Source: an optimization exercise on an open RTL-to-GDS flow (aim: small area). Production flows keep margins and buffers that such runs may drop.
RTL that was checked went through simulation tests only; none was proved equivalent to the original.
The clock input has no modelled driver; a real chip could not lean on it and would need a root buffer or a full tree.
Power is estimated from default activity; no workload was simulated.

==> flow/design.v <==
`timescale 1ns / 1ps
module tele(
    input clk,
    input rst,
    input startCall,
    input answerCall,
    input endCallCaller,
    input endCallCallee,
    input sendCharCaller,
    input sendCharCallee,
    input [7:0] charSent,
    output [63:0] statusMsg,
    output [63:0] sentMsg,
    output [15:0] cost
    );
reg s0, s1, s2;
reg [3:0] cnt;
reg [15:0] cost_r;
reg [55:0] msg;      
wire idle   = ~s2 & ~s0;
wire ring   = s2 & s1;
wire rej    = ~s2 & s1;
wire talk   = s0 & ~s1;           
wire callee = s2 & s0 & ~s1;
wire caller = ~s2 & s0 & ~s1;
wire cst    = s2 & ~s0;
wire valid = ~charSent[7] & (charSent[6] | charSent[5]);
wire digit = ~charSent[7] & ~charSent[6] & charSent[5] & charSent[4] &
             (~charSent[3] | (~charSent[2] & ~charSent[1]));
wire is127 = (charSent == 8'd127);
wire sendok = talk & (s2 ? sendCharCallee : sendCharCaller);
wire shift  = sendok & valid;
wire inc1   = sendok & digit;             
wire inc2   = shift & ~digit;             
wire hangup = endCallCaller | endCallCallee;
wire cnt9 = cnt[3] & cnt[0];
wire cnt4 = cnt[2];
reg n0, n1, n2;
always @* begin
    n0 = s0; n1 = s1; n2 = s2;
    if (idle) begin
        if (startCall) begin n0 = 1; n1 = 1; n2 = 1; end
    end else if (ring) begin
        if (endCallCaller | cnt9) begin n0 = 0; n1 = 0; n2 = 0; end
        else if (endCallCallee) begin n0 = 1; n1 = 1; n2 = 0; end
        else if (answerCall) begin n0 = 1; n1 = 0; n2 = 0; end
    end else if (rej) begin
        if (cnt9) begin n0 = 0; n1 = 0; n2 = 0; end
    end else if (talk) begin
        if (hangup) begin n0 = 0; n1 = 0; n2 = 1; end
        else if (sendok & is127) n2 = ~s2;
    end else begin  
        if (cnt4) begin n0 = 0; n1 = 0; n2 = 0; end
    end
end
always @(posedge clk or posedge rst)
    if (rst) begin
        s0 <= 1'b0; s1 <= 1'b0; s2 <= 1'b0;
    end else begin
        s0 <= n0; s1 <= n1; s2 <= n2;
    end
wire cnt_run = (ring & ~endCallCallee) | rej | cst;
wire [3:0] cnt_inc = {cnt[3] ^ (cnt[2] & cnt[1] & cnt[0]),
                      cnt[2] ^ (cnt[1] & cnt[0]),
                      cnt[1] ^ cnt[0],
                      ~cnt[0]};
always @(posedge clk)
    cnt <= cnt_run ? cnt_inc : 4'd0;
wire [16:0] cy;
assign cy[1] = inc2 | (inc1 & cost_r[0]);
genvar gi;
generate
    for (gi = 1; gi < 16; gi = gi + 1) begin : g_cy
        assign cy[gi+1] = cy[gi] & cost_r[gi];
    end
endgenerate
wire [15:0] cost_n;
assign cost_n[0] = cost_r[0] ^ inc1;
assign cost_n[15:1] = cost_r[15:1] ^ cy[15:1];
function [6:0] hex7;
    input [3:0] n;
    reg ge10;
    begin
        ge10 = n[3] & (n[2] | n[1]);
        hex7 = {ge10, ~ge10, ~ge10,
                n[3] & ~ge10,
                n[2] & (~n[3] | n[1] | n[0]),
                n[1] ^ (ge10 & ~n[0]),
                n[0] ^ ge10};
    end
endfunction
wire [27:0] hexlo = {hex7(cost_r[15:12]), hex7(cost_r[11:8]),
                     hex7(cost_r[7:4]), hex7(cost_r[3:0])};
wire [27:0] hexhi = {4{7'h30}};
wire hold = ~(shift | cst);
wire [55:0] msg_n = ({56{shift}} & {msg[48:0], charSent[6:0]}) |
                    ({56{cst}}   & {hexhi, hexlo}) |
                    ({56{hold}}  & msg);
always @(posedge clk or posedge rst)
    if (rst) begin
        cost_r <= 16'd0;
        msg <= 56'd0;
    end else begin
        cost_r <= cost_n;
        msg <= msg_n;
    end
assign cost = cost_r;
genvar gb;
generate
    for (gb = 0; gb < 8; gb = gb + 1) begin : g_msg
        assign sentMsg[8*gb+7]   = 1'b0;
        assign sentMsg[8*gb+6:8*gb] = msg[7*gb+6:7*gb];
    end
endgenerate
reg [63:0] st;
always @* begin
    if (idle)        st = "IDLE    ";
    else if (ring)   st = "RINGING ";
    else if (rej)    st = "REJECTED";
    else if (caller) st = "CALLER  ";
    else if (callee) st = "CALLEE  ";
    else             st = "COST    ";
end
assign statusMsg = st;
endmodule
Settings: LEC_CHECK=0, CAP_MARGIN=20, CORE_AREA=5 5 105 105, DIE_AREA=0 0 110 110, SLEW_MARGIN=20; clock period 5.0 ns.
standard.sh (not shown) runs the stock make flow with config.mk's settings and CLKGATE_MAP_FILE= SYNTH_SCRIPT=/design/flow/synth_recipe.tcl, a recipe that flattens the netlist after the stock synthesis.
==> flow/flow/run.sh <==
#!/bin/bash
# The standard ORFS layout (the standard.sh) with these changes:
#  - synthesis maps the logic with an area-oriented ABC script (flow/abc_area.script);
#    the rest of the synthesis, and so every register, is as in the standard one
#  - every port gets the smallest buffer (buf_1)
#  - the clock tree is built from small clock buffers, without dummy loads
#  - constant outputs share their tie cells
# Each step's full output is in orfs/logs/; make's own output in make_flow.log.
set -euo pipefail
here=$(pwd)
rm -rf "$here/scripts"
cp -r "$FLOW_HOME/scripts" "$here/scripts"
cp "$here/flow/abc_area.script" "$here/scripts/abc_area.script"
cp "$here/flow/abc_area.script" "$here/scripts/abc_speed.script"
export SCRIPTS_DIR="$here/scripts"
export BUFFER_PORTS_ARGS="-buffer_cell sky130_fd_sc_hd__buf_1"
export CTS_ARGS="-sink_clustering_enable -repair_clock_nets -dont_use_dummy_load -buf_list {sky130_fd_sc_hd__clkbuf_4}"
export SKIP_REPAIR_TIE_FANOUT=1
bash standard.sh > make_flow.log 2>&1
==> flow/flow/abc_area.script <==
strash
&get -n
&st
&dch -f
&nf -a -R 1000
&put
Change:
--- a/flow/flow/run.sh
+++ b/flow/flow/run.sh
@@ -15,5 +15,5 @@
 export SCRIPTS_DIR="$here/scripts"
 export BUFFER_PORTS_ARGS="-buffer_cell sky130_fd_sc_hd__buf_1"
-export CTS_ARGS="-sink_clustering_enable -repair_clock_nets -dont_use_dummy_load -buf_list {sky130_fd_sc_hd__clkbuf_4}"
+export CTS_ARGS="-sink_clustering_enable -repair_clock_nets -dont_use_dummy_load -buf_list {sky130_fd_sc_hd__clkbuf_4 sky130_fd_sc_hd__clkbuf_8}"
 export SKIP_REPAIR_TIE_FANOUT=1
 bash standard.sh > make_flow.log 2>&1
- CORE_AREA: 5 5 105 105 -> 5 5 85 85
- DIE_AREA: 0 0 110 110 -> 0 0 90 90
- The changed run completed with no timing, DRC or antenna violations
- wire length fell by a few percent
- cell area fell slightly
- global-route usage came out higher by 5.8 points
- setup slack got worse by 0.073 ns
Change:
--- a/flow/flow/run.sh
+++ b/flow/flow/run.sh
@@ -15,5 +15,5 @@
 export SCRIPTS_DIR="$here/scripts"
 export BUFFER_PORTS_ARGS="-buffer_cell sky130_fd_sc_hd__buf_1"
-export CTS_ARGS="-sink_clustering_enable -repair_clock_nets -dont_use_dummy_load -buf_list {sky130_fd_sc_hd__clkbuf_4 sky130_fd_sc_hd__clkbuf_8}"
+export CTS_ARGS="-sink_clustering_enable -repair_clock_nets -dont_use_dummy_load -root_buf sky130_fd_sc_hd__clkbuf_8 -buf_list {sky130_fd_sc_hd__clkbuf_4}"
 export SKIP_REPAIR_TIE_FANOUT=1
 bash standard.sh > make_flow.log 2>&1
- CORE_AREA: 5 5 85 85 -> 5 5 105 105
- DIE_AREA: 0 0 90 90 -> 0 0 110 110
Effect:
- The changed run finished clean
- area after synthesis stays the same
- power climbs by about 0.8%
- die area is higher by about 50%
- utilization falls by 22 points
- sequential power stays flat
- global-route usage goes down by 5.8 points
- maximum frequency is about the same
- wire length rose by 5.5%
- synthesized cell count does not change
- non-clock buffer count stays the same
No functional check of the RTL was part of any run of this note.

## v15
Another version of the RTL of tele (not shown whole).
Size: about 320 cells after synthesis, roughly 79 flip-flops, ~160 I/O pins, roughly 3600 µm² of cells after synthesis.
Settings: LEC_CHECK=0, CAP_MARGIN=0, CORE_AREA=5 5 105 105, DIE_AREA=0 0 110 110, SLEW_MARGIN=0; clock period 5.0 ns.
==> flow/flow/run.sh <==
#!/bin/bash
# The standard ORFS layout (the standard.sh) with these changes:
#  - synthesis maps the logic with an area-oriented ABC script (flow/abc_area.script);
#    the rest of the synthesis, and so every register, is as in the standard one
#  - every port gets the smallest buffer (buf_1)
#  - the clock tree is flow/manual_cts.tcl: the flip-flops split by placement
#    into 3 groups, each driven by one clkbuf_16 fed from the clock port
#  - constant outputs share their tie cells
# Each step's full output is in orfs/logs/; make's own output in make_flow.log.
set -euo pipefail
here=$(pwd)
rm -rf "$here/scripts"
cp -r "$FLOW_HOME/scripts" "$here/scripts"
cp "$here/flow/abc_area.script" "$here/scripts/abc_area.script"
cp "$here/flow/abc_area.script" "$here/scripts/abc_speed.script"
python3 - "$here/scripts/cts.tcl" "$here/flow/manual_cts.tcl" <<'PY'
import sys
p, m = sys.argv[1], sys.argv[2]
s = open(p).read()
old = "log_cmd clock_tree_synthesis {*}$cts_args"
assert s.count(old) == 1
s = s.replace(old, "source " + m)
open(p, "w").write(s)
PY
export SCRIPTS_DIR="$here/scripts"
export BUFFER_PORTS_ARGS="-buffer_cell sky130_fd_sc_hd__buf_1"
export MCTS_N=3
export MCTS_BUF=sky130_fd_sc_hd__clkbuf_16
export SKIP_REPAIR_TIE_FANOUT=1
bash standard.sh > make_flow.log 2>&1
==> flow/flow/manual_cts.tcl <==
# A small clock tree: the flip-flops are split by placement into MCTS_N groups
# of about equal size (halving along x, then y, ...); each group gets one
# clock buffer at its centre, driven straight from the clock port.
set mcts_n [expr {[info exists ::env(MCTS_N)] ? $::env(MCTS_N) : 4}]
set mcts_buf [expr {[info exists ::env(MCTS_BUF)] ? $::env(MCTS_BUF) : "sky130_fd_sc_hd__clkbuf_8"}]
set block [ord::get_db_block]
set db [ord::get_db]
set clk_port [$block findBTerm clk]
set clknet [$clk_port getNet]
set sinks {}
foreach it [$clknet getITerms] {
  set inst [$it getInst]
  set bb [$inst getBBox]
  lappend sinks [list $it [expr {([$bb xMin] + [$bb xMax]) / 2}] [expr {([$bb yMin] + [$bb yMax]) / 2}]]
}
puts "manual CTS: [llength $sinks] sinks, $mcts_n groups of $mcts_buf"
proc mcts_split {items n axis} {
  if {$n <= 1} { return [list $items] }
  set idx [expr {$axis == 0 ? 1 : 2}]
  set s [lsort -integer -index $idx $items]
  set n1 [expr {$n / 2}]
  set k [expr {int(round(double([llength $s]) * $n1 / $n))}]
  set a [lrange $s 0 [expr {$k - 1}]]
  set b [lrange $s $k end]
  return [concat [mcts_split $a $n1 [expr {1 - $axis}]] [mcts_split $b [expr {$n - $n1}] [expr {1 - $axis}]]]
}
set die [$block getDieArea]
set axis [expr {[$die dx] >= [$die dy] ? 0 : 1}]
set groups [mcts_split $sinks $mcts_n $axis]
set master [$db findMaster $mcts_buf]
set i 0
foreach g $groups {
  set sx 0; set sy 0
  foreach s $g { set sx [expr {$sx + [lindex $s 1]}]; set sy [expr {$sy + [lindex $s 2]}] }
  set cx [expr {$sx / [llength $g]}]; set cy [expr {$sy / [llength $g]}]
  set inst [odb::dbInst_create $block $master "clkbuf_m_$i"]
  set net [odb::dbNet_create $block "clknet_m_$i"]
  $net setSigType CLOCK
  foreach s $g {
    set it [lindex $s 0]
    $it disconnect
    $it connect $net
  }
  [$inst findITerm X] connect $net
  [$inst findITerm A] connect $clknet
  $inst setLocation [expr {$cx - [$master getWidth] / 2}] [expr {$cy - [$master getHeight] / 2}]
  $inst setPlacementStatus PLACED
  puts "manual CTS: group $i has [llength $g] sinks, buffer at ($cx, $cy)"
  incr i
}
$clknet setSigType CLOCK
set_propagated_clock [all_clocks]
Scripts as last shown in full above: flow/flow/abc_area.script
Here is what was changed in the inputs of v43 compared with v15.
Settings: changing CORE_AREA from 5 5 105 105 to 5 5 85 85; changing DIE_AREA from 0 0 110 110 to 0 0 90 90.
--- a/flow/flow/run.sh
+++ b/flow/flow/run.sh
@@ -5,6 +5,8 @@
 #  - every port gets the smallest buffer (buf_1)
 #  - the clock tree is flow/manual_cts.tcl: the flip-flops split by placement
-#    into 3 groups, each driven by one clkbuf_16 fed from the clock port
+#    into 4 groups, each driven by one clkbuf_8 fed from the clock port
 #  - constant outputs share their tie cells
+#  - no timing repair before placement (REMOVE_ABC_BUFFERS=1; ABC adds no buffers)
+#  - after global routing, gates off the critical paths are downsized (RECOVER_POWER=100)
 # Each step's full output is in orfs/logs/; make's own output in make_flow.log.
 set -euo pipefail
@@ -25,6 +27,8 @@
 export SCRIPTS_DIR="$here/scripts"
 export BUFFER_PORTS_ARGS="-buffer_cell sky130_fd_sc_hd__buf_1"
-export MCTS_N=3
-export MCTS_BUF=sky130_fd_sc_hd__clkbuf_16
+export MCTS_N=4
+export MCTS_BUF=sky130_fd_sc_hd__clkbuf_8
 export SKIP_REPAIR_TIE_FANOUT=1
+export REMOVE_ABC_BUFFERS=1
+export RECOVER_POWER=100
 bash standard.sh > make_flow.log 2>&1
Findings:
- v43: flow complete, layout not clean; failing: max-capacitance violations, max-slew violations
- As of v43, power spent charging and discharging nets had fallen slightly compared to v15.
- Total global-route track usage sits higher in v43 than in v15.
- Diff v15 -> v43 | final non-filler cell total | down by more than 10%
- Min core utilization across v15 and v43: v15
The following lists how v47 was set up differently from v43:
Settings: DIE_AREA: 0 0 90 90 -> 0 0 110 110; CORE_AREA: 5 5 85 85 -> 5 5 105 105.
--- a/flow/flow/run.sh
+++ b/flow/flow/run.sh
@@ -5,8 +5,7 @@
 #  - every port gets the smallest buffer (buf_1)
 #  - the clock tree is flow/manual_cts.tcl: the flip-flops split by placement
-#    into 4 groups, each driven by one clkbuf_8 fed from the clock port
+#    into 3 groups, each driven by one clkbuf_16 fed from the clock port
 #  - constant outputs share their tie cells
 #  - no timing repair before placement (REMOVE_ABC_BUFFERS=1; ABC adds no buffers)
-#  - after global routing, gates off the critical paths are downsized (RECOVER_POWER=100)
 # Each step's full output is in orfs/logs/; make's own output in make_flow.log.
 set -euo pipefail
@@ -27,8 +26,7 @@
 export SCRIPTS_DIR="$here/scripts"
 export BUFFER_PORTS_ARGS="-buffer_cell sky130_fd_sc_hd__buf_1"
-export MCTS_N=4
-export MCTS_BUF=sky130_fd_sc_hd__clkbuf_8
+export MCTS_N=3
+export MCTS_BUF=sky130_fd_sc_hd__clkbuf_16
 export SKIP_REPAIR_TIE_FANOUT=1
 export REMOVE_ABC_BUFFERS=1
-export RECOVER_POWER=100
 bash standard.sh > make_flow.log 2>&1
v47: flow completed, timing, DRC and antenna clean
v47 vs. v43: via count saw an increase, leakage power summed over all cells shows an increase of 0.75%, fill cell instance count of the final layout grew by 431, number of nets still failing antenna checks after routing shows no meaningful change.
Comparing v43 and v47, the lower global-route met3 utilization was measured on v47.
The antenna diode count was comparable across v43 and v47.
Setup slack: v47 vs v43 up 0.066 ns
> inputs changed (v47 -> v21)
Settings: a change of CORE_AREA from 5 5 105 105 to 5 5 85 85; a change of DIE_AREA from 0 0 110 110 to 0 0 90 90.
--- a/flow/flow/run.sh
+++ b/flow/flow/run.sh
@@ -5,5 +5,5 @@
 #  - every port gets the smallest buffer (buf_1)
 #  - the clock tree is flow/manual_cts.tcl: the flip-flops split by placement
-#    into 3 groups, each driven by one clkbuf_16 fed from the clock port
+#    into 4 groups, each driven by one clkbuf_8 fed from the clock port
 #  - constant outputs share their tie cells
 #  - no timing repair before placement (REMOVE_ABC_BUFFERS=1; ABC adds no buffers)
@@ -26,6 +26,6 @@
 export SCRIPTS_DIR="$here/scripts"
 export BUFFER_PORTS_ARGS="-buffer_cell sky130_fd_sc_hd__buf_1"
-export MCTS_N=3
-export MCTS_BUF=sky130_fd_sc_hd__clkbuf_16
+export MCTS_N=4
+export MCTS_BUF=sky130_fd_sc_hd__clkbuf_8
 export SKIP_REPAIR_TIE_FANOUT=1
 export REMOVE_ABC_BUFFERS=1
## What came out
- The sequential share of layout area number comes out lower for v47 vs v21.
- Changes observed in v21 relative to v47: sum of routed wire length over all layers moved down; site row count fell 7; layout overhead on the synthesized area -2.5 points; area of all placed cells without fillers now sits lower.
- Worst setup slack after layout | v21 below v47
- In the metrics for v21 and v47, the one carrying the lower number of design-rule violations left by the first detailed-router iteration is v21.
Setup changes, v21 to v6
Settings: changing CORE_AREA from 5 5 85 85 to 5 5 105 105; setting GPL_TIMING_DRIVEN to 0 for the first time; changing DIE_AREA from 0 0 90 90 to 0 0 110 110.
--- a/flow/flow/run.sh
+++ b/flow/flow/run.sh
@@ -5,5 +5,5 @@
 #  - every port gets the smallest buffer (buf_1)
 #  - the clock tree is flow/manual_cts.tcl: the flip-flops split by placement
-#    into 4 groups, each driven by one clkbuf_8 fed from the clock port
+#    into 3 groups, each driven by one clkbuf_16 fed from the clock port
 #  - constant outputs share their tie cells
 #  - no timing repair before placement (REMOVE_ABC_BUFFERS=1; ABC adds no buffers)
@@ -26,6 +26,6 @@
 export SCRIPTS_DIR="$here/scripts"
 export BUFFER_PORTS_ARGS="-buffer_cell sky130_fd_sc_hd__buf_1"
-export MCTS_N=4
-export MCTS_BUF=sky130_fd_sc_hd__clkbuf_8
+export MCTS_N=3
+export MCTS_BUF=sky130_fd_sc_hd__clkbuf_16
 export SKIP_REPAIR_TIE_FANOUT=1
 export REMOVE_ABC_BUFFERS=1
==> summary.txt <==
From v21 to v6 the numbers moved as follows: post-route minimum period climbed 0.026 ns, die footprint climbed 4000 µm². v21 → v6: part of the power in combinational logic now larger, wire length of the first global-routing pass now larger, final hold slack now smaller. There was hardly any difference in via count of the first global-routing pass between v6 and v21. Routed wire length grows by a few percent when moving from v21 to v6.
In every run of this note, the design's own scripts or RTL, not TritonCTS, make the clock network.

-- static timing again, ports no longer ideal --
In the flow no input, the clock included, has a driving cell. The finished layouts below were timed again as built, in two steps.
Step 1 sets driving cells, clkbuf_16 on the clock port and buf_2 on the other inputs (assumed; they add their load-dependent delay and slew).
Step 2 adds t to the input delays and takes it off the output delays; t is the mean of the earliest and latest rising clock arrival at the registers after step 1. Input paths then give back, and output paths get back, about the clock's delay inside the block.
Three values: ideal ports, drivers, drivers and shift; two values: the first two.
run	t, ns	slack for setup (ns)	clock arrival spread, ns	worst data-port slew with drivers (ns)
the first run of note 1	0.424	0.787 / 0.793 / 0.369	0.034 / 0.034	0.03
the second run of note 1	0.358	0.714 / 0.723 / 0.364	0.028 / 0.029	0.03
the third run of note 1	0.356	0.706 / 0.714 / 0.358	0.020 / 0.020	0.03
v15	0.221	0.623 / 0.661 / 0.440	0.003 / 0.004	0.05
v43	0.232	0.537 / 0.579 / 0.347	0.008 / 0.009	0.04
v47	0.226	0.603 / 0.646 / 0.421	0.009 / 0.009	0.04
v21	0.231	0.544 / 0.586 / 0.354	0.009 / 0.009	0.05
v6	0.224	0.518 / 0.552 / 0.328	0.008 / 0.007	0.04
The setup slack of the first run of note 1, which loses most, moves by +0.006 ns with the drivers and by -0.418 ns with both steps.
